Source: an optimization exercise on an open RTL-to-GDS flow (aim: small area, a short achievable clock period and few clock cycles). Production flows keep margins and buffers that such runs may drop. Function was checked by simulation only, so behaviour that the tests miss may differ from the original. Power and IR drop assume default switching activity.

## R
==> flow/design.v <==
module huffman(clk, reset, gray_valid, CNT_valid,  gray_data, CNT1, CNT2, CNT3, CNT4, CNT5, CNT6,
    code_valid, HC1, HC2, HC3, HC4, HC5, HC6, M1, M2, M3, M4, M5, M6);
input clk;
input reset;
input gray_valid;
input [7:0] gray_data;
output reg CNT_valid;
output [7:0] CNT1, CNT2, CNT3, CNT4, CNT5, CNT6;
output reg code_valid;
output [7:0] HC1, HC2, HC3, HC4, HC5, HC6;
output [7:0] M1, M2, M3, M4, M5, M6;
reg [6:0] W1, W2, W3, W4, W5;
reg [6:0] V;
reg [6:0] amount;    
reg [2:0] ptr [0:5];
reg [4:0] hc [0:5];
reg [4:0] m [0:5];
assign CNT1 = {1'b0, W5};
assign CNT2 = {1'b0, V};
assign CNT3 = {1'b0, W1};
assign CNT4 = {1'b0, W2};
assign CNT5 = {1'b0, W3};
assign CNT6 = {1'b0, W4};
assign HC1 = {3'b0, hc[0]};
assign HC2 = {3'b0, hc[1]};
assign HC3 = {3'b0, hc[2]};
assign HC4 = {3'b0, hc[3]};
assign HC5 = {3'b0, hc[4]};
assign HC6 = {3'b0, hc[5]};
assign M1 = {3'b0, m[0][4:1], 1'b1};
assign M2 = {3'b0, m[1][4:1], 1'b1};
assign M3 = {3'b0, m[2][4:1], 1'b1};
assign M4 = {3'b0, m[3][4:1], 1'b1};
assign M5 = {3'b0, m[4][4:1], 1'b1};
assign M6 = {3'b0, m[5][4:1], 1'b1};
reg counting, sorting, merging;
reg [4:1] U;
reg ph;              
reg [5:1] Tr;
wire last_sort = sorting & !U[1];
wire last_merge = merging & !U[1];
wire cmp_cycle = (sorting | merging) & !ph;
wire ins_cycle = (sorting | merging) & ph;
wire drop = merging & cmp_cycle;
function lt7;
    input [6:0] a, b;
    reg [6:0] l, g;
    begin
        l = ~a & b;
        g = a & ~b;
        lt7 = l[6] | ~g[6] & (l[5] | ~g[5] & (l[4] | ~g[4] & (l[3] | ~g[3] &
              (l[2] | ~g[2] & (l[1] | ~g[1] & l[0])))));
    end
endfunction
wire lt1 = lt7(W1, V);
wire lt2 = lt7(W2, V);
wire lt3 = lt7(W3, V);
wire lt4 = lt7(W4, V);
wire lt5 = lt7(W5, V);
wire [5:1] Tc;
assign Tc[1] = merging ? lt2 : (lt1 | U[1]);
assign Tc[2] = merging ? lt3 : (lt2 | U[2]);
assign Tc[3] = merging ? lt4 : (lt3 | U[3]);
assign Tc[4] = merging ? lt5 : (lt4 | U[4]);
assign Tc[5] = !merging & lt5;
wire [6:1] T = {1'b0, Tr};
wire [2:0] p = {T[4], T[2] & !T[4], (T[1] & !T[2]) | (T[3] & !T[4]) | T[5]};
wire [6:0] D = 7'd127;    
function [6:0] pick;
    input up, here;
    input [6:0] w1, w0, v;
    pick = here ? v : up ? w1 : w0;
endfunction
wire [2:0] sym = gray_data[2:0];
wire take = counting & gray_valid;
wire [6:0] s1 = W1 + W2;
wire [6:0] s2 = V + W1;
always @(posedge clk) begin
    if (reset) begin
        amount <= 7'd0;
        counting <= 1'b1;
        sorting <= 1'b0;
        merging <= 1'b0;
        U <= 4'b1111;
        ph <= 1'b0;
        CNT_valid <= 1'b0;
        code_valid <= 1'b0;
        V <= 7'd0;
        W1 <= 7'd0; W2 <= 7'd0; W3 <= 7'd0; W4 <= 7'd0; W5 <= 7'd0;
    end else begin
        CNT_valid <= take && amount == 7'd99;
        code_valid <= last_merge;
        if (take) amount <= amount + 7'd1;
        if (take && amount == 7'd99) begin
            counting <= 1'b0;
            sorting <= 1'b1;
        end
        if (ins_cycle & last_sort) begin
            sorting <= 1'b0;
            merging <= 1'b1;
        end
        if (last_merge) merging <= 1'b0;
        ph <= cmp_cycle & !last_merge;
        if (ins_cycle) U <= last_sort ? 4'b1111 : {1'b0, U[4:2]};
        if (take) begin
            if (sym == 3'd1) W5 <= W5 + 7'd1;
            if (sym == 3'd2) V  <= V  + 7'd1;
            if (sym == 3'd3) W1 <= W1 + 7'd1;
            if (sym == 3'd4) W2 <= W2 + 7'd1;
            if (sym == 3'd5) W3 <= W3 + 7'd1;
            if (sym == 3'd6) W4 <= W4 + 7'd1;
        end
        if (drop) begin
            W1 <= W2; W2 <= W3; W3 <= W4; W4 <= W5; W5 <= D;
        end
        if (ins_cycle) begin
            W1 <= pick(T[2], T[1] & !T[2], W2, W1, V);
            W2 <= pick(T[3], T[2] & !T[3], W3, W2, V);
            W3 <= pick(T[4], T[3] & !T[4], W4, W3, V);
            W4 <= pick(T[5], T[4] & !T[5], W5, W4, V);
            W5 <= pick(1'b0, T[5],         D,  W5, V);
            if (sorting && !last_sort) V <= W1;
            else V <= T[2] ? s1 : s2;
        end
    end
end
always @(posedge clk)
    if (cmp_cycle) Tr <= Tc;
wire [2:0] dst0 = p;
wire [2:0] dst1 = T[1] ? 3'd0 : 3'd1;
wire [2:0] dst2 = T[2] ? 3'd1 : 3'd2;
wire [2:0] dst3 = T[3] ? 3'd2 : 3'd3;
wire [2:0] dst4 = T[4] ? 3'd3 : 3'd4;
wire [2:0] dst5 = T[5] ? 3'd4 : 3'd5;
function [2:0] dst;
    input [2:0] j;
    input [2:0] d0, d1, d2, d3, d4, d5;
    case (j)
        3'd0: dst = d0;
        3'd1: dst = d1;
        3'd2: dst = d2;
        3'd3: dst = d3;
        3'd4: dst = d4;
        default: dst = d5;
    endcase
endfunction
integer s;
always @(posedge clk) begin
    if (reset) begin
        ptr[0] <= 3'd5;
        ptr[1] <= 3'd0;
        ptr[2] <= 3'd1;
        ptr[3] <= 3'd2;
        ptr[4] <= 3'd3;
        ptr[5] <= 3'd4;
    end else if (drop) begin
        for (s = 0; s < 6; s = s + 1)
            if (ptr[s] != 3'd0) ptr[s] <= ptr[s] - 3'd1;
    end else if (ins_cycle) begin
        for (s = 0; s < 6; s = s + 1)
            ptr[s] <= dst(ptr[s], dst0, dst1, dst2, dst3, dst4, dst5);
    end
end
always @(posedge clk) begin
    if (reset) begin
        for (s = 0; s < 6; s = s + 1) begin
            hc[s] <= 5'd0;
            m[s] <= 5'd0;
        end
    end else if (drop) begin
        for (s = 0; s < 6; s = s + 1) begin
            if (ptr[s] <= 3'd1) begin
                m[s] <= {m[s][3:0], 1'b1};
                hc[s] <= hc[s] | (({m[s][3:0], 1'b1} & ~m[s]) & {5{ptr[s] == 3'd0}});
            end
        end
    end
end
endmodule
export LEC_CHECK = 0
export CAP_MARGIN = 20
export CORE_MARGIN = 2
export CORE_UTILIZATION = 60
export CTS_BUF_LIST = sky130_fd_sc_hd__clkbuf_8
export PLACE_DENSITY = 0.75
export SETUP_SLACK_MARGIN = 2.5
export SLEW_MARGIN = 20
create_clock -name core_clock -period 4.5 [get_ports {clk}]
standard.sh (not shown) runs the stock make flow with config.mk's settings and CLKGATE_MAP_FILE= SYNTH_SCRIPT=/design/flow/synth_recipe.tcl, a recipe that flattens the netlist after the stock synthesis.
==> flow/flow/run.sh <==
#!/bin/bash
# Standard layout, but with the smallest buffer on the ports.
set -euo pipefail
sed 's|"\${@:-finish}"|BUFFER_PORTS_ARGS="-buffer_cell sky130_fd_sc_hd__buf_1" "${@:-finish}"|' standard.sh > my_standard.sh
bash my_standard.sh > flow.log 2>&1
Testbench counts of R, summed over its fixed seeds: cycles 38,400.
Inputs modified between R and T:
--- a/flow/design.v
+++ b/flow/design.v
@@ -10,11 +10,11 @@
 output [7:0] HC1, HC2, HC3, HC4, HC5, HC6;
 output [7:0] M1, M2, M3, M4, M5, M6;
 reg [6:0] W1, W2, W3, W4, W5;
 reg [6:0] V;
 reg [6:0] amount;    
-reg [2:0] ptr [0:5];
+reg [5:1] ptr [0:5];
 reg [4:0] hc [0:5];
 reg [4:0] m [0:5];
 assign CNT1 = {1'b0, W5};
 assign CNT2 = {1'b0, V};
 assign CNT3 = {1'b0, W1};
@@ -62,21 +62,20 @@
 assign Tc[2] = merging ? lt3 : (lt2 | U[2]);
 assign Tc[3] = merging ? lt4 : (lt3 | U[3]);
 assign Tc[4] = merging ? lt5 : (lt4 | U[4]);
 assign Tc[5] = !merging & lt5;
 wire [6:1] T = {1'b0, Tr};
-wire [2:0] p = {T[4], T[2] & !T[4], (T[1] & !T[2]) | (T[3] & !T[4]) | T[5]};
 wire [6:0] D = 7'd127;    
 function [6:0] pick;
     input up, here;
     input [6:0] w1, w0, v;
     pick = here ? v : up ? w1 : w0;
 endfunction
 wire [2:0] sym = gray_data[2:0];
 wire take = counting & gray_valid;
-wire [6:0] s1 = W1 + W2;
-wire [6:0] s2 = V + W1;
+reg selw2, selv;
+wire [6:0] vnext = W1 + (({7{selw2}} & W2) | ({7{selv}} & V));
 always @(posedge clk) begin
     if (reset) begin
         amount <= 7'd0;
         counting <= 1'b1;
         sorting <= 1'b0;
@@ -117,63 +116,48 @@
             W1 <= pick(T[2], T[1] & !T[2], W2, W1, V);
             W2 <= pick(T[3], T[2] & !T[3], W3, W2, V);
             W3 <= pick(T[4], T[3] & !T[4], W4, W3, V);
             W4 <= pick(T[5], T[4] & !T[5], W5, W4, V);
             W5 <= pick(1'b0, T[5],         D,  W5, V);
-            if (sorting && !last_sort) V <= W1;
-            else V <= T[2] ? s1 : s2;
+            V <= vnext;
         end
     end
 end
-always @(posedge clk)
-    if (cmp_cycle) Tr <= Tc;
-wire [2:0] dst0 = p;
-wire [2:0] dst1 = T[1] ? 3'd0 : 3'd1;
-wire [2:0] dst2 = T[2] ? 3'd1 : 3'd2;
-wire [2:0] dst3 = T[3] ? 3'd2 : 3'd3;
-wire [2:0] dst4 = T[4] ? 3'd3 : 3'd4;
-wire [2:0] dst5 = T[5] ? 3'd4 : 3'd5;
-function [2:0] dst;
-    input [2:0] j;
-    input [2:0] d0, d1, d2, d3, d4, d5;
-    case (j)
-        3'd0: dst = d0;
-        3'd1: dst = d1;
-        3'd2: dst = d2;
-        3'd3: dst = d3;
-        3'd4: dst = d4;
-        default: dst = d5;
-    endcase
-endfunction
+wire sum_next = merging | last_sort;
+always @(posedge clk) begin
+    Tr <= Tc;
+    selw2 <= sum_next & Tc[2];
+    selv <= sum_next & !Tc[2];
+end
 integer s;
 always @(posedge clk) begin
-    if (reset) begin
-        ptr[0] <= 3'd5;
-        ptr[1] <= 3'd0;
-        ptr[2] <= 3'd1;
-        ptr[3] <= 3'd2;
-        ptr[4] <= 3'd3;
-        ptr[5] <= 3'd4;
+    if (counting) begin
+        ptr[0] <= 5'b11111;
+        ptr[1] <= 5'b00000;
+        ptr[2] <= 5'b00001;
+        ptr[3] <= 5'b00011;
+        ptr[4] <= 5'b00111;
+        ptr[5] <= 5'b01111;
     end else if (drop) begin
         for (s = 0; s < 6; s = s + 1)
-            if (ptr[s] != 3'd0) ptr[s] <= ptr[s] - 3'd1;
+            ptr[s] <= {1'b0, ptr[s][5:2]};
     end else if (ins_cycle) begin
         for (s = 0; s < 6; s = s + 1)
-            ptr[s] <= dst(ptr[s], dst0, dst1, dst2, dst3, dst4, dst5);
+            ptr[s] <= !ptr[s][1] ? T[5:1] : ptr[s] & ({1'b0, ptr[s][5:2]} | ~T[5:1]);
     end
 end
 always @(posedge clk) begin
-    if (reset) begin
+    if (counting) begin
         for (s = 0; s < 6; s = s + 1) begin
             hc[s] <= 5'd0;
             m[s] <= 5'd0;
         end
     end else if (drop) begin
         for (s = 0; s < 6; s = s + 1) begin
-            if (ptr[s] <= 3'd1) begin
+            if (!ptr[s][2]) begin
                 m[s] <= {m[s][3:0], 1'b1};
-                hc[s] <= hc[s] | (({m[s][3:0], 1'b1} & ~m[s]) & {5{ptr[s] == 3'd0}});
+                hc[s] <= hc[s] | (({m[s][3:0], 1'b1} & ~m[s]) & {5{!ptr[s][1]}});
             end
         end
     end
 end
 endmodule
[summary]
- T consumes more power than R does.
- Total power density per cell area ended up 52 nW/um2 higher on T than on R.
- R → T: non-clock buffer count dropped about 5.6%; average instance area after synthesis dropped about 1.4%.
- | minimum clock period | lower: T |
- Changes observed in T relative to R: layout overhead on the synthesized area now smaller; cell count after synthesis went down.
Testbench counts of T, summed over its fixed seeds: cycles 38,400.

==> what the ideal ports hide <==
The flow's constraints put no driver on any port. The routed layouts listed below were extracted and timed again, unchanged, in two steps. Step 1: set_driving_cell puts a clkbuf_16 on clk and a buf_2 on each other input, an assumption about the parent block. Step 2, shift: input delay + t, output delay - t, t = (earliest + latest rising clock arrival at the registers) / 2. This alone moves slack from input paths to output paths. Slacks: no drivers / after step 1 / after step 2; pairs: no drivers / after step 1.
| run | t, ns | setup slack, ns | worst setup path at the end |
|---|---|---|---|
| R | 0.497 | 2.067 / 2.067 / 1.802 | input to register |
| T | 0.494 | 2.423 / 2.423 / 2.044 | input to register |
After both steps every run listed still meets setup and hold. The setup slack of T, which loses most, moves by 0.000 ns with the drivers and by -0.379 ns with both steps.
